What follows belongs to an exercise in optimizing a design on an open flow for small area and a short achievable clock period; a production flow would make more cautious choices. In this exercise RTL edits were held to simulation tests only and were not proved equivalent to the original. Power figures rest on the tool's default switching activity, not on a simulated workload.

==> flow/design.v (excerpt) <==
module ArquitecturaHybridARMIPS(input logic clk, reset,
										  output logic [31:0] imem_addr,
										  input logic [31:0] imem_rdata,
										  output logic [31:0] mem_addr,
										  output logic dmem_we,
										  output logic [31:0] dmem_wdata,
										  input logic [31:0] dmem_rdata,
										  output logic pmem_we,
										  output logic [1:0] pmem_wdata,
										  input logic [1:0] pmem_rdata,
										  output logic rf_we,
										  output logic [3:0] rf_waddr,
										  output logic [31:0] rf_wdata);
clock: 14.0 ns
lec_check: 0
cap_margin: 20
core_margin: 5
core_utilization: 40
cts_buf_list: sky130_fd_sc_hd__clkbuf_16
cts_cluster_diameter: 80
cts_cluster_size: 30
slew_margin: 20
standard.sh (not shown) runs the stock make flow with config.mk's settings and CLKGATE_MAP_FILE= SYNTH_SCRIPT=/design/flow/synth_recipe.tcl, a recipe that flattens the netlist after the stock synthesis.
==> flow/flow/run.sh <==
#!/bin/bash
# The standard synthesis and layout (standard.sh), with two changes in
# how the layout is made:
#  - timing repair aims at a tighter setup target (a slack margin) than the
#    clock period alone asks for;
#  - the port buffers are plain buf_2 cells instead of delay buffers.
set -o pipefail
bash standard.sh SETUP_SLACK_MARGIN=9.9 "BUFFER_PORTS_ARGS=-buffer_cell sky130_fd_sc_hd__buf_2" finish > standard.log 2>&1
The baseline produced a clean layout.
Next try:
--- a/flow/flow/run.sh
+++ b/flow/flow/run.sh
@@ -7,2 +7,2 @@
 set -o pipefail
-bash standard.sh SETUP_SLACK_MARGIN=9.9 "BUFFER_PORTS_ARGS=-buffer_cell sky130_fd_sc_hd__buf_2" finish > standard.log 2>&1
+bash standard.sh SETUP_SLACK_MARGIN=10 "BUFFER_PORTS_ARGS=-buffer_cell sky130_fd_sc_hd__buf_2" finish > standard.log 2>&1
--- a/flow/config.mk
+++ b/flow/config.mk
@@ -9,6 +9,3 @@
 export CORE_MARGIN = 5
-export CORE_UTILIZATION = 40
-export CTS_BUF_LIST = sky130_fd_sc_hd__clkbuf_16
-export CTS_CLUSTER_DIAMETER = 80
-export CTS_CLUSTER_SIZE = 30
+export CORE_UTILIZATION = 65
 export SLEW_MARGIN = 20
Outcome: The changed run ran to the end with no violations; core utilization rises by 31 points; clock skew went down by 15 ps; cell area came out higher by 3.5%; fmax is higher by 0.54%.
Next try:
--- a/flow/flow/run.sh
+++ b/flow/flow/run.sh
@@ -7,2 +7,2 @@
 set -o pipefail
-bash standard.sh SETUP_SLACK_MARGIN=10 "BUFFER_PORTS_ARGS=-buffer_cell sky130_fd_sc_hd__buf_2" finish > standard.log 2>&1
+bash standard.sh SETUP_SLACK_MARGIN=10.5 "BUFFER_PORTS_ARGS=-buffer_cell sky130_fd_sc_hd__buf_2" finish > standard.log 2>&1
--- a/flow/config.mk
+++ b/flow/config.mk
@@ -9,3 +9,6 @@
 export CORE_MARGIN = 5
-export CORE_UTILIZATION = 65
+export CORE_UTILIZATION = 40
+export CTS_BUF_LIST = sky130_fd_sc_hd__clkbuf_16
+export CTS_CLUSTER_DIAMETER = 80
+export CTS_CLUSTER_SIZE = 30
 export SLEW_MARGIN = 20
Outcome: Worst hold slack gains 28 ps. Design area came out higher by 3.8%. Routed wire length came out higher by 6.9%. Worst setup slack gains 48 ps. Clock skew came out higher by 13 ps. Sequential power hardly moves. Total power came out lower by 16%. Register-to-register slack gains 320 ps. Sequential cell count does not change.
Next try:
--- a/flow/flow/run.sh
+++ b/flow/flow/run.sh
@@ -7,2 +7,2 @@
 set -o pipefail
-bash standard.sh SETUP_SLACK_MARGIN=10.5 "BUFFER_PORTS_ARGS=-buffer_cell sky130_fd_sc_hd__buf_2" finish > standard.log 2>&1
+bash standard.sh SETUP_SLACK_MARGIN=10 "BUFFER_PORTS_ARGS=-buffer_cell sky130_fd_sc_hd__buf_2" finish > standard.log 2>&1
Clock-buffer cell count is higher by 1.
Maximum frequency hardly moves.
Worst hold slack is better by 7.3 ps.
Total power went down by about 1.6%.
Global-route usage came out lower by 0.32 points.
Setup slack gains 3.8 ps.
Non-clock buffer count falls by 95.
Combinational power shrinks by about 12%.
Synthesized cell count stays the same.
Next try:
--- a/flow/config.mk
+++ b/flow/config.mk
@@ -9,3 +9,3 @@
 export CORE_MARGIN = 5
-export CORE_UTILIZATION = 40
+export CORE_UTILIZATION = 50
 export CTS_BUF_LIST = sky130_fd_sc_hd__clkbuf_16
What happened:
- register-to-register slack is better by 70 ps
- via count goes up by 0.82%
- sequential cell count stays the same
- worst setup slack is worse by 24 ps
- maximum frequency is lower by 0.58%
- area after synthesis stays the same
- global-route usage went up by 7.0 points
- routed wire length drops by 1.4%
- final area drops by about 0.8%

re-timing with driven ports:
How much do the figures lean on ideal ports? The routed layouts below were timed once more, with nothing changed but the port constraints.
Step 1: set_driving_cell puts a clkbuf_16 on clk and a buf_2 on each other input, an assumption about the parent block.
Step 2 moves the port delays by t, midway between the first and last clock arrival at a register: inputs arrive t later, outputs are due t later. That takes back most of the time a late clock gives input paths.
Three values: ideal, step 1, step 2; two values: the first two.
run | t, ns | slack for setup (ns) | clock arrival spread, ns
the first run | 0.691 | 9.883 / 9.838 / 9.225 | 0.057 / 0.057
the second run | 0.711 | 9.905 / 9.894 / 9.183 | 0.040 / 0.040
the third run | 0.706 | 9.954 / 9.898 / 9.289 | 0.052 / 0.052
the fourth run | 0.689 | 9.957 / 9.827 / 9.138 | 0.040 / 0.040
the fifth run | 0.692 | 9.934 / 9.928 / 9.263 | 0.066 / 0.066
After both steps setup and hold are still met in every run listed. The setup slack of the fourth run, which loses most, moves by -0.130 ns with the drivers and by -0.819 ns with both steps.
